Source: an optimization exercise on an open RTL-to-GDS flow (aim: small area and a short achievable clock period). Production flows keep margins and buffers that such runs may drop. The RTL of this run was laid out without a check of its function. No activity file was given, so power comes from the tool's default toggle rates.

<file path="flow/design.v">
module fa(input x, y, z, output s, c);
  assign s = x ^ y ^ z;
  assign c = (x & y) | (z & (x | y));
endmodule
module bsel(input a, b, one, two, neg, output pn);
  assign pn = ~(((a & one) | (b & two)) ^ neg);
endmodule
module bsel1(input a, s, neg, output pn);
  assign pn = ~((a & s) ^ neg);
endmodule
module hac(input xn, yn, output sn, cn);
  xnor_m u_s (.a(xn), .b(yn), .y(sn));
  or_m u_c (.a(xn), .b(yn), .y(cn));
endmodule
module xnor_m(input a, b, output y);
  assign y = ~(a ^ b);
endmodule
module or_m(input a, b, output y);
  assign y = a | b;
endmodule
module g_inv(input a, output y);
  assign y = ~a;
endmodule
module g_nand2(input a, b, output y);
  assign y = ~(a & b);
endmodule
module g_nor2(input a, b, output y);
  assign y = ~(a | b);
endmodule
module g_xor2(input a, b, output y);
  assign y = a ^ b;
endmodule
module g_xnor2(input a, b, output y);
  assign y = ~(a ^ b);
endmodule
module g_aoi21(input a, b, c, output y);
  assign y = ~(c | (a & b));
endmodule
module g_oai21(input a, b, c, output y);
  assign y = ~(c & (a | b));
endmodule
module dadda_16_16(mpd_in, mpr_in, op_out, clk);
  input clk;
  input [15:0] mpd_in, mpr_in;
  output [32:0] op_out;
  wire [17:0] ye = {2'b00, mpr_in};
  wire [7:0] e_one, e_two;
  genvar gi, gj;
  generate for (gi = 0; gi < 8; gi = gi + 1) begin : g_enc
    wire ym1 = (gi == 0) ? 1'b0 : ye[2*gi-1];
    assign e_one[gi] = ye[2*gi] ^ ym1;
    assign e_two[gi] = (ye[2*gi+1] & ~ye[2*gi] & ~ym1) | (~ye[2*gi+1] & ye[2*gi] & ym1);
  end endgenerate
  reg [15:0] x;
  reg [7:0] one, two, neg;
  reg [25:0] q0, q1;
  reg [5:0] ql;
  reg qc;
  wire carry_n = w270;
  wire [25:0] r0n, r1n;
  wire [5:0] sln;
  always @(posedge clk) begin
    x <= mpd_in;
    one <= e_one;
    two <= e_two;
    neg <= {mpr_in[15], mpr_in[13], mpr_in[11], mpr_in[9], mpr_in[7], mpr_in[5], mpr_in[3], mpr_in[1]};
    q0 <= r0n;
    q1 <= r1n;
    ql <= sln;
    qc <= carry_n;
  end
  wire [7:0] negn = ~neg;
  wire [16:0] ppn [0:7];
  generate for (gi = 0; gi < 8; gi = gi + 1) begin : g_pp
    for (gj = 0; gj < 17; gj = gj + 1) begin : g_ppj
      if (gj == 0) begin : g_lo
        bsel1 u_sel (.a(x[0]), .s(one[gi]), .neg(neg[gi]), .pn(ppn[gi][gj]));
      end else if (gj == 16) begin : g_hi
        bsel1 u_sel (.a(x[15]), .s(two[gi]), .neg(neg[gi]), .pn(ppn[gi][gj]));
      end else begin : g_mid
        bsel u_sel (.a(x[gj]), .b(x[gj-1]), .one(one[gi]), .two(two[gi]), .neg(neg[gi]), .pn(ppn[gi][gj]));
      end
    end
  end endgenerate
  wire [15:0] r8n;
  generate for (gj = 0; gj < 16; gj = gj + 1) begin : g_r8
    g_nand2 u_r8 (.a(x[gj]), .b(neg[7]), .y(r8n[gj]));
  end endgenerate
  wire ci1;
  wire ci2;
  wire ci3;
  wire ci4;
  wire ci5;
  wire ci6;
  wire w7;
  wire w8;
  wire w9;
  wire w10;
  wire w11;
  wire w12;
  wire w13;
  wire w14;
  wire w15;
  wire w16;
  wire w17;
  wire w18;
  wire w19;
  wire w20;
  wire w21;
  wire w22;
  wire w23;
  wire w24;
  wire w25;
  wire w26;
  wire w27;
  wire w28;
  wire w29;
  wire w30;
  wire w31;
  wire w32;
  wire w33;
  wire w34;
  wire w35;
  wire w36;
  wire w37;
  wire w38;
  wire w39;
  wire w40;
  wire w41;
  wire w42;
  wire w43;
  wire w44;
  wire w45;
  wire w46;
  wire w47;
  wire w48;
  wire w49;
  wire w50;
  wire w51;
  wire w52;
  wire w53;
  wire w54;
  wire w55;
  wire w56;
  wire w57;
  wire w58;
  wire w59;
  wire w60;
  wire w61;
  wire w62;
  wire w63;
  wire w64;
  wire w65;
  wire w66;
  wire w67;
  wire w68;
  wire w69;
  wire w70;
  wire w71;
  wire w72;
  wire w73;
  wire w74;
  wire w75;
  wire w76;
  wire w77;
  wire w78;
  wire w79;
  wire w80;
  wire w81;
  wire w82;
  wire w83;
  wire w84;
  wire w85;
  wire w86;
  wire w87;
  wire w88;
  wire w89;
  wire w90;
  wire w91;
  wire w92;
  wire w93;
  wire w94;
  wire w95;
  wire w96;
  wire w97;
  wire w98;
  wire w99;
  wire w100;
  wire w101;
  wire w102;
  wire w103;
  wire w104;
  wire w105;
  wire w106;
  wire w107;
  wire w108;
  wire w109;
  wire w110;
  wire w111;
  wire w112;
  wire w113;
  wire w114;
  wire w115;
  wire w116;
  wire w117;
  wire w118;
  wire w119;
  wire w120;
  wire w121;
  wire w122;
  wire w123;
  wire w124;
  wire w125;
  wire w126;
  wire w127;
  wire w128;
  wire w129;
  wire w130;
  wire w131;
  wire w132;
  wire w133;
  wire w134;
  wire w135;
  wire w136;
  wire w137;
  wire w138;
  wire w139;
  wire w140;
  wire w141;
  wire w142;
  wire w143;
  wire w144;
  wire w145;
  wire w146;
  wire w147;
  wire w148;
  wire w149;
  wire w150;
  wire w151;
  wire w152;
  wire w153;
  wire w154;
  wire w155;
  wire w156;
  wire w157;
  wire w158;
  wire w159;
  wire w160;
  wire w161;
  wire w162;
  wire w163;
  wire w164;
  wire w165;
  wire w166;
  wire w167;
  wire w168;
  wire w169;
  wire w170;
  wire w171;
  wire w172;
  wire w173;
  wire w174;
  wire w175;
  wire w176;
  wire w177;
  wire w178;
  wire w179;
  wire w180;
  wire w181;
  wire w182;
  wire w183;
  wire w184;
  wire w185;
  wire w186;
  wire w187;
  wire w188;
  wire w189;
  wire w190;
  wire w191;
  wire w192;
  wire w193;
  wire w194;
  wire w195;
  wire w196;
  wire w197;
  wire w198;
  wire w199;
  wire w200;
  wire w201;
  wire w202;
  wire w203;
  wire w204;
  wire w205;
  wire w206;
  wire w207;
  wire w208;
  wire w209;
  wire w210;
  wire w211;
  wire w212;
  wire w213;
  wire w214;
  wire w215;
  wire w216;
  wire w217;
  wire w218;
  wire w219;
  wire w220;
  wire w221;
  wire w222;
  wire w223;
  wire w224;
  wire w225;
  wire w226;
  wire w227;
  wire w228;
  wire w229;
  wire w230;
  wire w231;
  wire w232;
  wire w233;
  wire w234;
  wire w235;
  wire w236;
  wire w237;
  wire w238;
  wire w239;
  wire w240;
  wire w241;
  wire w242;
  wire w243;
  wire w244;
  wire w245;
  wire w246;
  wire w247;
  wire w248;
  wire w249;
  wire w250;
  wire w251;
  wire w252;
  wire w253;
  wire w254;
  wire w255;
  wire w256;
  wire w257;
  wire w258;
  wire w259;
  wire w260;
  wire w261;
  wire w262;
  wire w263;
  wire w264;
  wire w265;
  wire w266;
  wire w267;
  wire w268;
  wire w269;
  wire w270;
  assign ci1 = ~r8n[4];
  assign ci2 = ~r8n[6];
  assign ci3 = ~r8n[8];
  assign ci4 = ~r8n[10];
  assign ci5 = ~r8n[12];
  assign ci6 = ~r8n[14];
  hac u_w7 (.xn(negn[5]), .yn(ppn[0][10]), .sn(w7), .cn(w8));
  hac u_w9 (.xn(ppn[0][11]), .yn(ppn[1][9]), .sn(w9), .cn(w10));
  fa u_w11 (.x(negn[6]), .y(ppn[0][12]), .z(ppn[1][10]), .s(w11), .c(w12));
  hac u_w13 (.xn(ppn[2][8]), .yn(ppn[3][6]), .sn(w13), .cn(w14));
  fa u_w15 (.x(ppn[0][13]), .y(ppn[1][11]), .z(ppn[2][9]), .s(w15), .c(w16));
  hac u_w17 (.xn(ppn[3][7]), .yn(ppn[4][5]), .sn(w17), .cn(w18));
  fa u_w19 (.x(negn[7]), .y(ppn[0][14]), .z(ppn[1][12]), .s(w19), .c(w20));
  fa u_w21 (.x(ppn[2][10]), .y(ppn[3][8]), .z(ppn[4][6]), .s(w21), .c(w22));
  hac u_w23 (.xn(ppn[5][4]), .yn(ppn[6][2]), .sn(w23), .cn(w24));
  fa u_w25 (.x(ppn[0][15]), .y(ppn[1][13]), .z(ppn[2][11]), .s(w25), .c(w26));
  fa u_w27 (.x(ppn[3][9]), .y(ppn[4][7]), .z(ppn[5][5]), .s(w27), .c(w28));
  hac u_w29 (.xn(ppn[6][3]), .yn(ppn[7][1]), .sn(w29), .cn(w30));
  fa u_w31 (.x(r8n[0]), .y(ppn[0][16]), .z(ppn[1][14]), .s(w31), .c(w32));
  fa u_w33 (.x(ppn[2][12]), .y(ppn[3][10]), .z(ppn[4][8]), .s(w33), .c(w34));
  fa u_w35 (.x(ppn[5][6]), .y(ppn[6][4]), .z(ppn[7][2]), .s(w35), .c(w36));
  fa u_w37 (.x(r8n[1]), .y(negn[0]), .z(ppn[1][15]), .s(w37), .c(w38));
  fa u_w39 (.x(ppn[2][13]), .y(ppn[3][11]), .z(ppn[4][9]), .s(w39), .c(w40));
  fa u_w41 (.x(ppn[5][7]), .y(ppn[6][5]), .z(ppn[7][3]), .s(w41), .c(w42));
  fa u_w43 (.x(r8n[2]), .y(negn[0]), .z(ppn[1][16]), .s(w43), .c(w44));
  fa u_w45 (.x(ppn[2][14]), .y(ppn[3][12]), .z(ppn[4][10]), .s(w45), .c(w46));
  fa u_w47 (.x(ppn[5][8]), .y(ppn[6][6]), .z(ppn[7][4]), .s(w47), .c(w48));
  fa u_w49 (.x(r8n[3]), .y(neg[0]), .z(neg[1]), .s(w49), .c(w50));
  fa u_w51 (.x(ppn[2][15]), .y(ppn[3][13]), .z(ppn[4][11]), .s(w51), .c(w52));
  fa u_w53 (.x(ppn[5][9]), .y(ppn[6][7]), .z(ppn[7][5]), .s(w53), .c(w54));
  fa u_w55 (.x(ci1), .y(ppn[2][16]), .z(ppn[3][14]), .s(w55), .c(w56));
  fa u_w57 (.x(ppn[4][12]), .y(ppn[5][10]), .z(ppn[6][8]), .s(w57), .c(w58));
  fa u_w59 (.x(r8n[5]), .y(r8n[4]), .z(neg[2]), .s(w59), .c(w60));
  fa u_w61 (.x(ppn[3][15]), .y(ppn[4][13]), .z(ppn[5][11]), .s(w61), .c(w62));
  fa u_w63 (.x(ci2), .y(ppn[3][16]), .z(ppn[4][14]), .s(w63), .c(w64));
  fa u_w65 (.x(r8n[7]), .y(r8n[6]), .z(neg[3]), .s(w65), .c(w66));
  hac u_w67 (.xn(negn[3]), .yn(ppn[0][6]), .sn(w67), .cn(w68));
  hac u_w69 (.xn(ppn[0][7]), .yn(ppn[1][5]), .sn(w69), .cn(w70));
  fa u_w71 (.x(negn[4]), .y(ppn[0][8]), .z(ppn[1][6]), .s(w71), .c(w72));
  hac u_w73 (.xn(ppn[2][4]), .yn(ppn[3][2]), .sn(w73), .cn(w74));
  fa u_w75 (.x(ppn[0][9]), .y(ppn[1][7]), .z(ppn[2][5]), .s(w75), .c(w76));
  hac u_w77 (.xn(ppn[3][3]), .yn(ppn[4][1]), .sn(w77), .cn(w78));
  fa u_w79 (.x(ppn[1][8]), .y(ppn[2][6]), .z(ppn[3][4]), .s(w79), .c(w80));
  fa u_w81 (.x(ppn[4][2]), .y(ppn[5][0]), .z(w7), .s(w81), .c(w82));
  fa u_w83 (.x(ppn[2][7]), .y(ppn[3][5]), .z(ppn[4][3]), .s(w83), .c(w84));
  fa u_w85 (.x(ppn[5][1]), .y(w8), .z(w9), .s(w85), .c(w86));
  fa u_w87 (.x(ppn[4][4]), .y(ppn[5][2]), .z(ppn[6][0]), .s(w87), .c(w88));
  fa u_w89 (.x(w10), .y(w13), .z(w11), .s(w89), .c(w90));
  fa u_w91 (.x(ppn[5][3]), .y(ppn[6][1]), .z(w14), .s(w91), .c(w92));
  fa u_w93 (.x(w17), .y(w12), .z(w15), .s(w93), .c(w94));
  fa u_w95 (.x(ppn[7][0]), .y(w18), .z(w23), .s(w95), .c(w96));
  fa u_w97 (.x(w16), .y(w19), .z(w21), .s(w97), .c(w98));
  fa u_w99 (.x(w24), .y(w29), .z(w20), .s(w99), .c(w100));
  fa u_w101 (.x(w22), .y(w25), .z(w27), .s(w101), .c(w102));
  fa u_w103 (.x(w30), .y(w26), .z(w28), .s(w103), .c(w104));
  fa u_w105 (.x(w31), .y(w33), .z(w35), .s(w105), .c(w106));
  fa u_w107 (.x(w32), .y(w34), .z(w36), .s(w107), .c(w108));
  fa u_w109 (.x(w37), .y(w39), .z(w41), .s(w109), .c(w110));
  fa u_w111 (.x(w38), .y(w40), .z(w42), .s(w111), .c(w112));
  fa u_w113 (.x(w43), .y(w45), .z(w47), .s(w113), .c(w114));
  fa u_w115 (.x(w44), .y(w46), .z(w48), .s(w115), .c(w116));
  fa u_w117 (.x(w49), .y(w51), .z(w53), .s(w117), .c(w118));
  fa u_w119 (.x(ppn[7][6]), .y(w50), .z(w52), .s(w119), .c(w120));
  fa u_w121 (.x(w54), .y(w55), .z(w57), .s(w121), .c(w122));
  fa u_w123 (.x(ppn[6][9]), .y(ppn[7][7]), .z(w56), .s(w123), .c(w124));
  fa u_w125 (.x(w58), .y(w59), .z(w61), .s(w125), .c(w126));
  fa u_w127 (.x(ppn[5][12]), .y(ppn[6][10]), .z(ppn[7][8]), .s(w127), .c(w128));
  fa u_w129 (.x(w60), .y(w62), .z(w63), .s(w129), .c(w130));
  fa u_w131 (.x(ppn[4][15]), .y(ppn[5][13]), .z(ppn[6][11]), .s(w131), .c(w132));
  fa u_w133 (.x(ppn[7][9]), .y(w64), .z(w65), .s(w133), .c(w134));
  fa u_w135 (.x(ci3), .y(ppn[4][16]), .z(ppn[5][14]), .s(w135), .c(w136));
  fa u_w137 (.x(ppn[6][12]), .y(ppn[7][10]), .z(w66), .s(w137), .c(w138));
  fa u_w139 (.x(r8n[9]), .y(r8n[8]), .z(neg[4]), .s(w139), .c(w140));
  fa u_w141 (.x(ppn[5][15]), .y(ppn[6][13]), .z(ppn[7][11]), .s(w141), .c(w142));
  fa u_w143 (.x(ci4), .y(ppn[5][16]), .z(ppn[6][14]), .s(w143), .c(w144));
  fa u_w145 (.x(r8n[11]), .y(r8n[10]), .z(neg[5]), .s(w145), .c(w146));
  hac u_w147 (.xn(negn[2]), .yn(ppn[0][4]), .sn(w147), .cn(w148));
  hac u_w149 (.xn(ppn[0][5]), .yn(ppn[1][3]), .sn(w149), .cn(w150));
  fa u_w151 (.x(ppn[1][4]), .y(ppn[2][2]), .z(ppn[3][0]), .s(w151), .c(w152));
  fa u_w153 (.x(ppn[2][3]), .y(ppn[3][1]), .z(w68), .s(w153), .c(w154));
  fa u_w155 (.x(ppn[4][0]), .y(w70), .z(w73), .s(w155), .c(w156));
  fa u_w157 (.x(w74), .y(w77), .z(w72), .s(w157), .c(w158));
  fa u_w159 (.x(w78), .y(w76), .z(w79), .s(w159), .c(w160));
  fa u_w161 (.x(w80), .y(w83), .z(w82), .s(w161), .c(w162));
  fa u_w163 (.x(w84), .y(w87), .z(w86), .s(w163), .c(w164));
  fa u_w165 (.x(w88), .y(w91), .z(w90), .s(w165), .c(w166));
  fa u_w167 (.x(w92), .y(w95), .z(w94), .s(w167), .c(w168));
  fa u_w169 (.x(w96), .y(w98), .z(w99), .s(w169), .c(w170));
  fa u_w171 (.x(w100), .y(w102), .z(w103), .s(w171), .c(w172));
  fa u_w173 (.x(w104), .y(w106), .z(w107), .s(w173), .c(w174));
  fa u_w175 (.x(w108), .y(w110), .z(w111), .s(w175), .c(w176));
  fa u_w177 (.x(w112), .y(w114), .z(w115), .s(w177), .c(w178));
  fa u_w179 (.x(w116), .y(w118), .z(w119), .s(w179), .c(w180));
  fa u_w181 (.x(w120), .y(w122), .z(w123), .s(w181), .c(w182));
  fa u_w183 (.x(w127), .y(w124), .z(w126), .s(w183), .c(w184));
  fa u_w185 (.x(w128), .y(w131), .z(w130), .s(w185), .c(w186));
  fa u_w187 (.x(w132), .y(w135), .z(w137), .s(w187), .c(w188));
  fa u_w189 (.x(w136), .y(w139), .z(w141), .s(w189), .c(w190));
  fa u_w191 (.x(ppn[7][12]), .y(w140), .z(w142), .s(w191), .c(w192));
  fa u_w193 (.x(ppn[6][15]), .y(ppn[7][13]), .z(w144), .s(w193), .c(w194));
  fa u_w195 (.x(ci5), .y(ppn[6][16]), .z(ppn[7][14]), .s(w195), .c(w196));
  fa u_w197 (.x(r8n[13]), .y(r8n[12]), .z(neg[6]), .s(w197), .c(w198));
  hac u_w199 (.xn(negn[1]), .yn(ppn[0][2]), .sn(w199), .cn(w200));
  hac u_w201 (.xn(ppn[0][3]), .yn(ppn[1][1]), .sn(w201), .cn(w202));
  fa u_w203 (.x(ppn[1][2]), .y(ppn[2][0]), .z(w147), .s(w203), .c(w204));
  fa u_w205 (.x(ppn[2][1]), .y(w148), .z(w149), .s(w205), .c(w206));
  fa u_w207 (.x(w150), .y(w67), .z(w151), .s(w207), .c(w208));
  fa u_w209 (.x(w69), .y(w152), .z(w153), .s(w209), .c(w210));
  fa u_w211 (.x(w71), .y(w154), .z(w155), .s(w211), .c(w212));
  fa u_w213 (.x(w75), .y(w156), .z(w157), .s(w213), .c(w214));
  fa u_w215 (.x(w81), .y(w158), .z(w159), .s(w215), .c(w216));
  fa u_w217 (.x(w85), .y(w160), .z(w161), .s(w217), .c(w218));
  fa u_w219 (.x(w89), .y(w162), .z(w163), .s(w219), .c(w220));
  fa u_w221 (.x(w93), .y(w164), .z(w165), .s(w221), .c(w222));
  fa u_w223 (.x(w97), .y(w166), .z(w167), .s(w223), .c(w224));
  fa u_w225 (.x(w101), .y(w168), .z(w169), .s(w225), .c(w226));
  fa u_w227 (.x(w105), .y(w170), .z(w171), .s(w227), .c(w228));
  fa u_w229 (.x(w109), .y(w172), .z(w173), .s(w229), .c(w230));
  fa u_w231 (.x(w113), .y(w174), .z(w175), .s(w231), .c(w232));
  fa u_w233 (.x(w117), .y(w176), .z(w177), .s(w233), .c(w234));
  fa u_w235 (.x(w121), .y(w178), .z(w179), .s(w235), .c(w236));
  fa u_w237 (.x(w125), .y(w180), .z(w181), .s(w237), .c(w238));
  fa u_w239 (.x(w129), .y(w182), .z(w183), .s(w239), .c(w240));
  fa u_w241 (.x(w133), .y(w184), .z(w185), .s(w241), .c(w242));
  fa u_w243 (.x(w134), .y(w186), .z(w187), .s(w243), .c(w244));
  fa u_w245 (.x(w138), .y(w189), .z(w188), .s(w245), .c(w246));
  fa u_w247 (.x(w143), .y(w190), .z(w191), .s(w247), .c(w248));
  fa u_w249 (.x(w145), .y(w192), .z(w193), .s(w249), .c(w250));
  fa u_w251 (.x(w146), .y(w195), .z(w194), .s(w251), .c(w252));
  fa u_w253 (.x(ppn[7][15]), .y(w196), .z(w197), .s(w253), .c(w254));
  fa u_w255 (.x(ci6), .y(ppn[7][16]), .z(w198), .s(w255), .c(w256));
  fa u_w257 (.x(r8n[15]), .y(r8n[14]), .z(neg[7]), .s(w257), .c(w258));
  hac u_w259 (.xn(negn[0]), .yn(ppn[0][0]), .sn(w259), .cn(w260));
  hac u_w261 (.xn(ppn[0][1]), .yn(w260), .sn(w261), .cn(w262));
  fa u_w263 (.x(w199), .y(ppn[1][0]), .z(w262), .s(w263), .c(w264));
  fa u_w265 (.x(w200), .y(w201), .z(w264), .s(w265), .c(w266));
  fa u_w267 (.x(w202), .y(w203), .z(w266), .s(w267), .c(w268));
  fa u_w269 (.x(w204), .y(w205), .z(w268), .s(w269), .c(w270));
  g_nor2 u_g0 (.a(w206), .b(w207), .y(r0n[0]));
  g_xor2 u_p0 (.a(w206), .b(w207), .y(r1n[0]));
  g_nor2 u_g1 (.a(w208), .b(w209), .y(r0n[1]));
  g_xor2 u_p1 (.a(w208), .b(w209), .y(r1n[1]));
  g_nor2 u_g2 (.a(w210), .b(w211), .y(r0n[2]));
  g_xor2 u_p2 (.a(w210), .b(w211), .y(r1n[2]));
  g_nor2 u_g3 (.a(w212), .b(w213), .y(r0n[3]));
  g_xor2 u_p3 (.a(w212), .b(w213), .y(r1n[3]));
  g_nor2 u_g4 (.a(w214), .b(w215), .y(r0n[4]));
  g_xor2 u_p4 (.a(w214), .b(w215), .y(r1n[4]));
  g_nor2 u_g5 (.a(w216), .b(w217), .y(r0n[5]));
  g_xor2 u_p5 (.a(w216), .b(w217), .y(r1n[5]));
  g_nor2 u_g6 (.a(w218), .b(w219), .y(r0n[6]));
  g_xor2 u_p6 (.a(w218), .b(w219), .y(r1n[6]));
  g_nor2 u_g7 (.a(w220), .b(w221), .y(r0n[7]));
  g_xor2 u_p7 (.a(w220), .b(w221), .y(r1n[7]));
  g_nor2 u_g8 (.a(w222), .b(w223), .y(r0n[8]));
  g_xor2 u_p8 (.a(w222), .b(w223), .y(r1n[8]));
  g_nor2 u_g9 (.a(w224), .b(w225), .y(r0n[9]));
  g_xor2 u_p9 (.a(w224), .b(w225), .y(r1n[9]));
  g_nor2 u_g10 (.a(w226), .b(w227), .y(r0n[10]));
  g_xor2 u_p10 (.a(w226), .b(w227), .y(r1n[10]));
  g_nor2 u_g11 (.a(w228), .b(w229), .y(r0n[11]));
  g_xor2 u_p11 (.a(w228), .b(w229), .y(r1n[11]));
  g_nor2 u_g12 (.a(w230), .b(w231), .y(r0n[12]));
  g_xor2 u_p12 (.a(w230), .b(w231), .y(r1n[12]));
  g_nor2 u_g13 (.a(w232), .b(w233), .y(r0n[13]));
  g_xor2 u_p13 (.a(w232), .b(w233), .y(r1n[13]));
  g_nor2 u_g14 (.a(w234), .b(w235), .y(r0n[14]));
  g_xor2 u_p14 (.a(w234), .b(w235), .y(r1n[14]));
  g_nor2 u_g15 (.a(w236), .b(w237), .y(r0n[15]));
  g_xor2 u_p15 (.a(w236), .b(w237), .y(r1n[15]));
  g_nor2 u_g16 (.a(w238), .b(w239), .y(r0n[16]));
  g_xor2 u_p16 (.a(w238), .b(w239), .y(r1n[16]));
  g_nor2 u_g17 (.a(w240), .b(w241), .y(r0n[17]));
  g_xor2 u_p17 (.a(w240), .b(w241), .y(r1n[17]));
  g_nor2 u_g18 (.a(w242), .b(w243), .y(r0n[18]));
  g_xor2 u_p18 (.a(w242), .b(w243), .y(r1n[18]));
  g_nor2 u_g19 (.a(w244), .b(w245), .y(r0n[19]));
  g_xor2 u_p19 (.a(w244), .b(w245), .y(r1n[19]));
  g_nor2 u_g20 (.a(w246), .b(w247), .y(r0n[20]));
  g_xor2 u_p20 (.a(w246), .b(w247), .y(r1n[20]));
  g_nor2 u_g21 (.a(w248), .b(w249), .y(r0n[21]));
  g_xor2 u_p21 (.a(w248), .b(w249), .y(r1n[21]));
  g_nor2 u_g22 (.a(w250), .b(w251), .y(r0n[22]));
  g_xor2 u_p22 (.a(w250), .b(w251), .y(r1n[22]));
  g_nor2 u_g23 (.a(w252), .b(w253), .y(r0n[23]));
  g_xor2 u_p23 (.a(w252), .b(w253), .y(r1n[23]));
  g_nor2 u_g24 (.a(w254), .b(w255), .y(r0n[24]));
  g_xor2 u_p24 (.a(w254), .b(w255), .y(r1n[24]));
  g_nor2 u_g25 (.a(w256), .b(w257), .y(r0n[25]));
  g_xor2 u_p25 (.a(w256), .b(w257), .y(r1n[25]));
  assign sln[0] = w259;
  assign sln[1] = w261;
  assign sln[2] = w263;
  assign sln[3] = w265;
  assign sln[4] = w267;
  assign sln[5] = w269;
  wire a1;
  wire a2;
  wire a3;
  wire a4;
  wire a5;
  wire a6;
  wire a7;
  wire a8;
  wire a9;
  wire a10;
  wire a11;
  wire a12;
  wire a13;
  wire a14;
  wire a15;
  wire a16;
  wire a17;
  wire a18;
  wire a19;
  wire a20;
  wire a21;
  wire a22;
  wire a23;
  wire a24;
  wire a25;
  wire a26;
  wire a27;
  wire a28;
  wire a29;
  wire a30;
  wire a31;
  wire a32;
  wire a33;
  wire a34;
  wire a35;
  wire a36;
  wire a37;
  wire a38;
  wire a39;
  wire a40;
  wire a41;
  wire a42;
  wire a43;
  wire a44;
  wire a45;
  wire a46;
  wire a47;
  wire a48;
  wire a49;
  wire a50;
  wire a51;
  wire a52;
  wire a53;
  wire a54;
  wire a55;
  wire a56;
  wire a57;
  wire a58;
  wire a59;
  wire a60;
  wire a61;
  wire a62;
  wire a63;
  wire a64;
  wire a65;
  wire a66;
  wire a67;
  wire a68;
  wire a69;
  wire a70;
  wire a71;
  wire a72;
  wire a73;
  wire a74;
  wire a75;
  wire a76;
  wire a77;
  wire a78;
  wire a79;
  wire a80;
  wire a81;
  wire a82;
  wire a83;
  wire a84;
  wire a85;
  wire a86;
  wire a87;
  wire a88;
  wire a89;
  wire a90;
  wire a91;
  wire a92;
  wire a93;
  wire a94;
  wire a95;
  wire a96;
  wire a97;
  wire a98;
  wire a99;
  wire a100;
  wire a101;
  wire a102;
  wire a103;
  wire a104;
  wire a105;
  wire a106;
  wire a107;
  wire a108;
  wire a109;
  wire a110;
  wire a111;
  wire a112;
  wire a113;
  wire a114;
  wire a115;
  wire a116;
  wire a117;
  wire a118;
  wire a119;
  wire a120;
  wire a121;
  wire a122;
  wire a123;
  wire a124;
  wire a125;
  wire a126;
  wire a127;
  wire a128;
  wire a129;
  wire a130;
  wire a131;
  wire a132;
  wire a133;
  wire a134;
  wire a135;
  wire a136;
  wire a137;
  wire a138;
  wire a139;
  wire a140;
  wire a141;
  wire a142;
  wire a143;
  wire a144;
  wire a145;
  wire a146;
  wire a147;
  wire a148;
  wire a149;
  wire a150;
  g_inv u_a1 (.a(qc), .y(a1));
  g_aoi21 u_a2 (.a(q1[0]), .b(a1), .c(q0[0]), .y(a2));
  g_aoi21 u_a3 (.a(q1[2]), .b(q0[1]), .c(q0[2]), .y(a3));
  g_nand2 u_a4 (.a(q1[2]), .b(q1[1]), .y(a4));
  g_aoi21 u_a5 (.a(q1[4]), .b(q0[3]), .c(q0[4]), .y(a5));
  g_nand2 u_a6 (.a(q1[4]), .b(q1[3]), .y(a6));
  g_aoi21 u_a7 (.a(q1[6]), .b(q0[5]), .c(q0[6]), .y(a7));
  g_nand2 u_a8 (.a(q1[6]), .b(q1[5]), .y(a8));
  g_aoi21 u_a9 (.a(q1[8]), .b(q0[7]), .c(q0[8]), .y(a9));
  g_nand2 u_a10 (.a(q1[8]), .b(q1[7]), .y(a10));
  g_aoi21 u_a11 (.a(q1[10]), .b(q0[9]), .c(q0[10]), .y(a11));
  g_nand2 u_a12 (.a(q1[10]), .b(q1[9]), .y(a12));
  g_aoi21 u_a13 (.a(q1[12]), .b(q0[11]), .c(q0[12]), .y(a13));
  g_nand2 u_a14 (.a(q1[12]), .b(q1[11]), .y(a14));
  g_aoi21 u_a15 (.a(q1[14]), .b(q0[13]), .c(q0[14]), .y(a15));
  g_nand2 u_a16 (.a(q1[14]), .b(q1[13]), .y(a16));
  g_aoi21 u_a17 (.a(q1[16]), .b(q0[15]), .c(q0[16]), .y(a17));
  g_nand2 u_a18 (.a(q1[16]), .b(q1[15]), .y(a18));
  g_aoi21 u_a19 (.a(q1[18]), .b(q0[17]), .c(q0[18]), .y(a19));
  g_nand2 u_a20 (.a(q1[18]), .b(q1[17]), .y(a20));
  g_aoi21 u_a21 (.a(q1[20]), .b(q0[19]), .c(q0[20]), .y(a21));
  g_nand2 u_a22 (.a(q1[20]), .b(q1[19]), .y(a22));
  g_aoi21 u_a23 (.a(q1[22]), .b(q0[21]), .c(q0[22]), .y(a23));
  g_nand2 u_a24 (.a(q1[22]), .b(q1[21]), .y(a24));
  g_aoi21 u_a25 (.a(q1[24]), .b(q0[23]), .c(q0[24]), .y(a25));
  g_nand2 u_a26 (.a(q1[24]), .b(q1[23]), .y(a26));
  g_inv u_a27 (.a(a2), .y(a27));
  g_aoi21 u_a28 (.a(q1[1]), .b(a27), .c(q0[1]), .y(a28));
  g_oai21 u_a29 (.a(a4), .b(a2), .c(a3), .y(a29));
  g_inv u_a30 (.a(a5), .y(a30));
  g_aoi21 u_a31 (.a(q1[5]), .b(a30), .c(q0[5]), .y(a31));
  g_inv u_a32 (.a(a6), .y(a32));
  g_nand2 u_a33 (.a(q1[5]), .b(a32), .y(a33));
  g_oai21 u_a34 (.a(a8), .b(a5), .c(a7), .y(a34));
  g_nor2 u_a35 (.a(a8), .b(a6), .y(a35));
  g_inv u_a36 (.a(a9), .y(a36));
  g_aoi21 u_a37 (.a(q1[9]), .b(a36), .c(q0[9]), .y(a37));
  g_inv u_a38 (.a(a10), .y(a38));
  g_nand2 u_a39 (.a(q1[9]), .b(a38), .y(a39));
  g_oai21 u_a40 (.a(a12), .b(a9), .c(a11), .y(a40));
  g_nor2 u_a41 (.a(a12), .b(a10), .y(a41));
  g_inv u_a42 (.a(a13), .y(a42));
  g_aoi21 u_a43 (.a(q1[13]), .b(a42), .c(q0[13]), .y(a43));
  g_inv u_a44 (.a(a14), .y(a44));
  g_nand2 u_a45 (.a(q1[13]), .b(a44), .y(a45));
  g_oai21 u_a46 (.a(a16), .b(a13), .c(a15), .y(a46));
  g_nor2 u_a47 (.a(a16), .b(a14), .y(a47));
  g_inv u_a48 (.a(a17), .y(a48));
  g_aoi21 u_a49 (.a(q1[17]), .b(a48), .c(q0[17]), .y(a49));
  g_inv u_a50 (.a(a18), .y(a50));
  g_nand2 u_a51 (.a(q1[17]), .b(a50), .y(a51));
  g_oai21 u_a52 (.a(a20), .b(a17), .c(a19), .y(a52));
  g_nor2 u_a53 (.a(a20), .b(a18), .y(a53));
  g_inv u_a54 (.a(a21), .y(a54));
  g_aoi21 u_a55 (.a(q1[21]), .b(a54), .c(q0[21]), .y(a55));
  g_inv u_a56 (.a(a22), .y(a56));
  g_nand2 u_a57 (.a(q1[21]), .b(a56), .y(a57));
  g_oai21 u_a58 (.a(a24), .b(a21), .c(a23), .y(a58));
  g_nor2 u_a59 (.a(a24), .b(a22), .y(a59));
  g_inv u_a60 (.a(a25), .y(a60));
  g_aoi21 u_a61 (.a(q1[25]), .b(a60), .c(q0[25]), .y(a61));
  g_inv u_a62 (.a(a26), .y(a62));
  g_nand2 u_a63 (.a(q1[25]), .b(a62), .y(a63));
  g_aoi21 u_a64 (.a(q1[3]), .b(a29), .c(q0[3]), .y(a64));
  g_inv u_a65 (.a(a29), .y(a65));
  g_oai21 u_a66 (.a(a6), .b(a65), .c(a5), .y(a66));
  g_oai21 u_a67 (.a(a33), .b(a65), .c(a31), .y(a67));
  g_aoi21 u_a68 (.a(a35), .b(a29), .c(a34), .y(a68));
  g_aoi21 u_a69 (.a(q1[11]), .b(a40), .c(q0[11]), .y(a69));
  g_nand2 u_a70 (.a(q1[11]), .b(a41), .y(a70));
  g_inv u_a71 (.a(a40), .y(a71));
  g_oai21 u_a72 (.a(a14), .b(a71), .c(a13), .y(a72));
  g_nand2 u_a73 (.a(a44), .b(a41), .y(a73));
  g_oai21 u_a74 (.a(a45), .b(a71), .c(a43), .y(a74));
  g_inv u_a75 (.a(a45), .y(a75));
  g_nand2 u_a76 (.a(a75), .b(a41), .y(a76));
  g_aoi21 u_a77 (.a(a47), .b(a40), .c(a46), .y(a77));
  g_nand2 u_a78 (.a(a47), .b(a41), .y(a78));
  g_aoi21 u_a79 (.a(q1[19]), .b(a52), .c(q0[19]), .y(a79));
  g_nand2 u_a80 (.a(q1[19]), .b(a53), .y(a80));
  g_inv u_a81 (.a(a52), .y(a81));
  g_oai21 u_a82 (.a(a22), .b(a81), .c(a21), .y(a82));
  g_nand2 u_a83 (.a(a56), .b(a53), .y(a83));
  g_oai21 u_a84 (.a(a57), .b(a81), .c(a55), .y(a84));
  g_inv u_a85 (.a(a57), .y(a85));
  g_nand2 u_a86 (.a(a85), .b(a53), .y(a86));
  g_aoi21 u_a87 (.a(a59), .b(a52), .c(a58), .y(a87));
  g_nand2 u_a88 (.a(a59), .b(a53), .y(a88));
  g_inv u_a89 (.a(a68), .y(a89));
  g_aoi21 u_a90 (.a(q1[7]), .b(a89), .c(q0[7]), .y(a90));
  g_oai21 u_a91 (.a(a10), .b(a68), .c(a9), .y(a91));
  g_oai21 u_a92 (.a(a39), .b(a68), .c(a37), .y(a92));
  g_aoi21 u_a93 (.a(a41), .b(a89), .c(a40), .y(a93));
  g_aoi21 u_a94 (.a(a35), .b(a29), .c(a34), .y(a94));
  g_oai21 u_a95 (.a(a70), .b(a94), .c(a69), .y(a95));
  g_inv u_a96 (.a(a72), .y(a96));
  g_oai21 u_a97 (.a(a73), .b(a94), .c(a96), .y(a97));
  g_inv u_a98 (.a(a74), .y(a98));
  g_oai21 u_a99 (.a(a76), .b(a94), .c(a98), .y(a99));
  g_oai21 u_a100 (.a(a78), .b(a94), .c(a77), .y(a100));
  g_inv u_a101 (.a(a87), .y(a101));
  g_aoi21 u_a102 (.a(q1[23]), .b(a101), .c(q0[23]), .y(a102));
  g_inv u_a103 (.a(a88), .y(a103));
  g_nand2 u_a104 (.a(q1[23]), .b(a103), .y(a104));
  g_oai21 u_a105 (.a(a26), .b(a87), .c(a25), .y(a105));
  g_nor2 u_a106 (.a(a26), .b(a88), .y(a106));
  g_oai21 u_a107 (.a(a63), .b(a87), .c(a61), .y(a107));
  g_nor2 u_a108 (.a(a63), .b(a88), .y(a108));
  g_aoi21 u_a109 (.a(q1[15]), .b(a100), .c(q0[15]), .y(a109));
  g_inv u_a110 (.a(a100), .y(a110));
  g_oai21 u_a111 (.a(a18), .b(a110), .c(a17), .y(a111));
  g_oai21 u_a112 (.a(a51), .b(a110), .c(a49), .y(a112));
  g_aoi21 u_a113 (.a(a53), .b(a100), .c(a52), .y(a113));
  g_oai21 u_a114 (.a(a78), .b(a94), .c(a77), .y(a114));
  g_inv u_a115 (.a(a114), .y(a115));
  g_oai21 u_a116 (.a(a80), .b(a115), .c(a79), .y(a116));
  g_inv u_a117 (.a(a83), .y(a117));
  g_aoi21 u_a118 (.a(a117), .b(a114), .c(a82), .y(a118));
  g_inv u_a119 (.a(a86), .y(a119));
  g_aoi21 u_a120 (.a(a119), .b(a114), .c(a84), .y(a120));
  g_oai21 u_a121 (.a(a88), .b(a115), .c(a87), .y(a121));
  g_oai21 u_a122 (.a(a104), .b(a115), .c(a102), .y(a122));
  g_aoi21 u_a123 (.a(a106), .b(a114), .c(a105), .y(a123));
  g_aoi21 u_a124 (.a(a108), .b(a114), .c(a107), .y(a124));
  g_xnor2 u_a125 (.a(q1[0]), .b(qc), .y(a125));
  g_xnor2 u_a126 (.a(q1[1]), .b(a2), .y(a126));
  g_xnor2 u_a127 (.a(q1[2]), .b(a28), .y(a127));
  g_xor2 u_a128 (.a(q1[3]), .b(a29), .y(a128));
  g_xnor2 u_a129 (.a(q1[4]), .b(a64), .y(a129));
  g_xor2 u_a130 (.a(q1[5]), .b(a66), .y(a130));
  g_xor2 u_a131 (.a(q1[6]), .b(a67), .y(a131));
  g_xnor2 u_a132 (.a(q1[7]), .b(a68), .y(a132));
  g_xnor2 u_a133 (.a(q1[8]), .b(a90), .y(a133));
  g_xor2 u_a134 (.a(q1[9]), .b(a91), .y(a134));
  g_xor2 u_a135 (.a(q1[10]), .b(a92), .y(a135));
  g_xnor2 u_a136 (.a(q1[11]), .b(a93), .y(a136));
  g_xor2 u_a137 (.a(q1[12]), .b(a95), .y(a137));
  g_xor2 u_a138 (.a(q1[13]), .b(a97), .y(a138));
  g_xor2 u_a139 (.a(q1[14]), .b(a99), .y(a139));
  g_xor2 u_a140 (.a(q1[15]), .b(a100), .y(a140));
  g_xnor2 u_a141 (.a(q1[16]), .b(a109), .y(a141));
  g_xor2 u_a142 (.a(q1[17]), .b(a111), .y(a142));
  g_xor2 u_a143 (.a(q1[18]), .b(a112), .y(a143));
  g_xnor2 u_a144 (.a(q1[19]), .b(a113), .y(a144));
  g_xor2 u_a145 (.a(q1[20]), .b(a116), .y(a145));
  g_xnor2 u_a146 (.a(q1[21]), .b(a118), .y(a146));
  g_xnor2 u_a147 (.a(q1[22]), .b(a120), .y(a147));
  g_xor2 u_a148 (.a(q1[23]), .b(a121), .y(a148));
  g_xor2 u_a149 (.a(q1[24]), .b(a122), .y(a149));
  g_xnor2 u_a150 (.a(q1[25]), .b(a123), .y(a150));
  wire [25:0] hi;
  assign hi[0] = a125;
  assign hi[1] = a126;
  assign hi[2] = a127;
  assign hi[3] = a128;
  assign hi[4] = a129;
  assign hi[5] = a130;
  assign hi[6] = a131;
  assign hi[7] = a132;
  assign hi[8] = a133;
  assign hi[9] = a134;
  assign hi[10] = a135;
  assign hi[11] = a136;
  assign hi[12] = a137;
  assign hi[13] = a138;
  assign hi[14] = a139;
  assign hi[15] = a140;
  assign hi[16] = a141;
  assign hi[17] = a142;
  assign hi[18] = a143;
  assign hi[19] = a144;
  assign hi[20] = a145;
  assign hi[21] = a146;
  assign hi[22] = a147;
  assign hi[23] = a148;
  assign hi[24] = a149;
  assign hi[25] = a150;
  assign op_out = {1'b0, hi, ~ql};
endmodule
</file>
<file path="flow/flow/run.sh">
#!/bin/bash
# Standard layout (the standard.sh) with two changes:
#  - after synthesis, flow/post_synth.tcl takes logic cells down to their
#    smallest drive strength (timing repair later sizes up what it needs);
#  - the port buffers are buf_1 cells (sized up by repair where needed).
set -euo pipefail
here=$(pwd)
bash standard.sh POST_SYNTH_TCL=$here/flow/post_synth.tcl \
  "BUFFER_PORTS_ARGS=-buffer_cell sky130_fd_sc_hd__buf_1" finish > $here/standard_flow.log 2>&1
</file>
<file path="flow/flow/post_synth.tcl">
# After synthesis: take every logic cell down to the smallest drive strength
# of its own kind and drop the buffers synthesis inserted; timing repair in the
# later steps sizes up what the critical paths need.
set n_resized 0
foreach inst [get_cells *] {
  set master [get_property $inst ref_name]
  if {![regexp {^(sky130_fd_sc_hd__[a-z0-9]+)_([0-9]+)$} $master -> base size]} { continue }
  if {[regexp {__(df|dl|sdf|edf|conb|tap|fill|decap|clk)} $base]} { continue }
  set best ""
  set best_area 1e9
  foreach s {0 1 2 4} {
    set lc [get_lib_cells -quiet */${base}_$s]
    if {$lc eq ""} { continue }
    if {[get_property $lc dont_use]} { continue }
    set a [get_property $lc area]
    if {$a < $best_area} { set best_area $a; set best [get_name $lc] }
  }
  if {$best ne "" && $best ne $master} {
    replace_cell $inst $best
    incr n_resized
  }
}
puts "post_synth: resized $n_resized cells"
remove_buffers
# The first-stage registers each drive a row or column of Booth selectors
# (16-17 loads): give them the strongest flip-flop of their kind.
set n_up 0
foreach inst [get_cells *] {
  if {[regexp {^(x|one|two|neg)\[} [get_name $inst]] && [get_property $inst ref_name] eq "sky130_fd_sc_hd__dfxtp_1"} {
    replace_cell $inst sky130_fd_sc_hd__dfxtp_4
    incr n_up
  }
}
puts "post_synth: upsized $n_up first-stage flip-flops"
</file>
<file path="flow/standard.sh">
#!/bin/bash
# synth_recipe.tcl (not shown) runs the flow's synth.tcl, then flattens the netlist and writes it again
# the make line also repeats each setting of config.mk as NAME=value (left out here)
make -C /OpenROAD-flow-scripts/flow DESIGN_CONFIG=/design/flow/config.mk WORK_HOME=/design/flow/orfs CLKGATE_MAP_FILE= SYNTH_SCRIPT=/design/flow/synth_recipe.tcl "${@:-finish}"
</file>
<file path="flow/config.mk">
export PLATFORM = sky130hd
export DESIGN_NAME = dadda_16_16
export DESIGN_NICKNAME = dadda_16_16
export VERILOG_FILES = /design/flow/design.v
export SDC_FILE = /design/flow/constraint.sdc
export NUM_CORES = 4
export LEC_CHECK = 0
export CAP_MARGIN = 20
export CORE_MARGIN = 2
export CORE_UTILIZATION = 55
export CTS_BUF_LIST = sky130_fd_sc_hd__clkbuf_8 sky130_fd_sc_hd__clkbuf_16
export CTS_CLUSTER_DIAMETER = 60
export CTS_CLUSTER_SIZE = 30
export SETUP_SLACK_MARGIN = 3.5
export SLEW_MARGIN = 20
export SYNTH_HIERARCHICAL = 1
</file>
<file path="flow/constraint.sdc">
create_clock -name core_clock -period 7.0 [get_ports {clk}]
set_input_delay 1.4000 -clock core_clock [delete_from_list [all_inputs] [get_ports {clk}]]
set_output_delay 1.4000 -clock core_clock [all_outputs]
set_load 0.01 [all_outputs]
</file>
==> metrics.cfg <==
[setup_path]
path_class = reg2out
crit_path_end_kind = output pin
reg2reg_depth = 7
r2r_setup_slack_ps = 3710
rr_startpoint = neg[0]
crit_fanout = 4
start_kind = flip-flop
r2r_end = qc
arrival_ps = 1990
worst_ep_required_time_ps = 5600

[global_route]
grt_pass1_wl_microns = 33450
antenna_found_initial = 0
track_usage = 0.2663
grtUsageMet1 = 0.3469
grt_max_degree = 36
use_met3 = 0.04935
grt_overflow = 0
met2_usage = 0.4529
grt-busiest-layer = met2
grt_pass1_vias = 6666

[pwr]
power_density_nw_per_um2 = 434.3
p_leak_uw = 0.003564
power.total_uw = 4001
ir_drop_mv = 0.2061

[worst_hold_path]
min_to = ql[0]
hp-class = reg2reg
worstHoldStart = one[0]
min_path_cells = 3

[route]
drt_iter0_markers = 427
vias_per_cell = 5.815
wl_per_cell_microns = 19.08
drc = 0
num_vias = 6088
wl_microns = 19970
antenna_left = 0
first_pass_iters = 5

[placed_design]
place_inst = 1026
place_area_sq_um = 8697
io_buffers = 64
gp_congestion = 0.8721
hpwl_microns = 14060

[sta]
hold_viol = 0
setup_viol = 0
max_freq_mhz = 295.4
clock_skew_ps = 10.41
fin_crit_sh = 0.4836
drv_slew = 0
period_needed_ps = 3385
rsz0062_at_grt = yes
whs_ps = 755.9
setup-tns-final_ps = 0

[floorplanning]
dieWidth_microns = 126.3
dieArea_sq_um = 15950
ios = 66
initial_utilization = 0.5639
row_count = 44
core_area_sq_um = 14590
fp.dieH_microns = 126.3

[logic_synthesis]
synth_cells = 778
yosys_warnings = 7
syn_area_sq_um = 8227
avgSynthCellArea_sq_um = 10.57
synth_nets = 927

[final_layout]
nets = 1007
area_growth_pct = 11.98
final_layout_size_suffix_gt1_frac = 0.1124
fin_area_sq_um = 9213
finalNonFillerCells = 1047
antenna_cells = 0

[clocking]
clk_pin_slew_ps = 70
hold_buffers = 0
clockBufferDepth = 2
cts_tree = done
cts.sinks = 98
root_buffer = clkbuf_16
htree_levels = 3
clkLatencyLatePin_ps = 360
cts_made_buffers = 9

[run]
max-cap-violations = 0

[status]
outcome = no timing/DRC/antenna violations

## state kept, by name, indices dropped and copies added (netlist names)
name / count
q1: 26
q0: 25
x: 16
neg: 8
one: 8
two: 8
ql: 6
qc: 1
## timing repair
action                                 in CTS  in global routing
resized for setup                          23                 35
buffers inserted                            3                  2
pin swaps                                   3                  7
endpoints found under the hold margin       0                  0
setup endpoints to repair                  18                 14
## worst max path at each step
| stage | slack (ps) | end | cells past startpoint | from |
|---|---|---|---|---|
| after floorplan | 3690 | op_out[24] | 8 | qc |
| after global placement | 3070 | op_out[26] | 9 | qc |
| after detailed placement | 2940 | op_out[30] | 9 | qc |
| after CTS | 3460 | op_out[26] | 9 | q1[2] |
| after global routing | 3480 | op_out[31] | 7 | q1[16] |
| final | 3610 | op_out[23] | 10 | qc |
## critical path, stage by stage, from the launching register on
cell and delay (ps):
dfxtp_2 330, inv_2 60, a21oi_4 70, o21ai_4 230
a21oi_4 90, buf_12 140, o21ai_4 190, inv_2 70
o21ai_2 150, xor2_1 150, clkbuf_2 140
## final cells by class
class	count	area (sq um)
Sequential cell	98	2117
Fill cell	1251	5376
Multi-Input combinational cell	634	6080
Timing Repair Buffer	69	296.5
Clock inverter	6	77.57
Inverter	46	172.7
Clock buffer	10	239.0
Tap cell	184	230.2
## metrics by stage
step	utilization	setup slack (ps)
after floorplan	-	3692
after global placement	0.5961	3072
after detailed placement	0.5961	2935
after CTS	0.6249	3458
after global routing	0.6315	3484
final	0.6315	3615
## layout by cell type (no fill, tap or decap), types with 26 or more instances in the layout
cell type and count:
a21oi_1 26, a22oi_1 120, buf_1 59, dfxtp_1 54
dfxtp_4 40, fa_1 116, inv_1 43, nand2_1 55
nor2_1 28, xnor2_1 28, xor2_1 183
## power by group
group	switching (uW)	total (uW)	leakage [uW]	internal, uW
Clock	231	525	0.000154	294
Combinational	1320	2480	0.00257	1160
Sequential	215	996	0.000839	781
Total	1760	4000	0.00356	2240
## per-layer routing
metal | vias up | wire (microns) | share of wire
li1 | 2780 | - | -
met1 | 3040 | 8233 | 0.41
met2 | 231 | 10060 | 0.50
met3 | 37 | 1266 | 0.063
met4 | 0 | 414 | 0.021
met5 | - | 0 | 0

-- afterwards: timing with drivers on the ports --
No port has a modelled driver above. Below, the same layout with a new extraction and two added sets of constraints. Step 1, drivers: a clkbuf_16 drives clk and a buf_2 each remaining input, both assumed. Step 2 times the ports against the registers' clock, not the clock port: input delays grow and output delays shrink by t, the midpoint of the rising clock arrivals with the driver on. Three values: ideal, step 1, step 2; two values: the first two.
shift t [ns]: 0.394
slack for setup (ns): 3.615 / 3.572 / 3.714
clock arrival spread, ns: 0.011 / 0.010
After both steps setup and hold are still met in this run. The setup slack of this run moves by -0.043 ns with the drivers and by +0.099 ns with both steps.
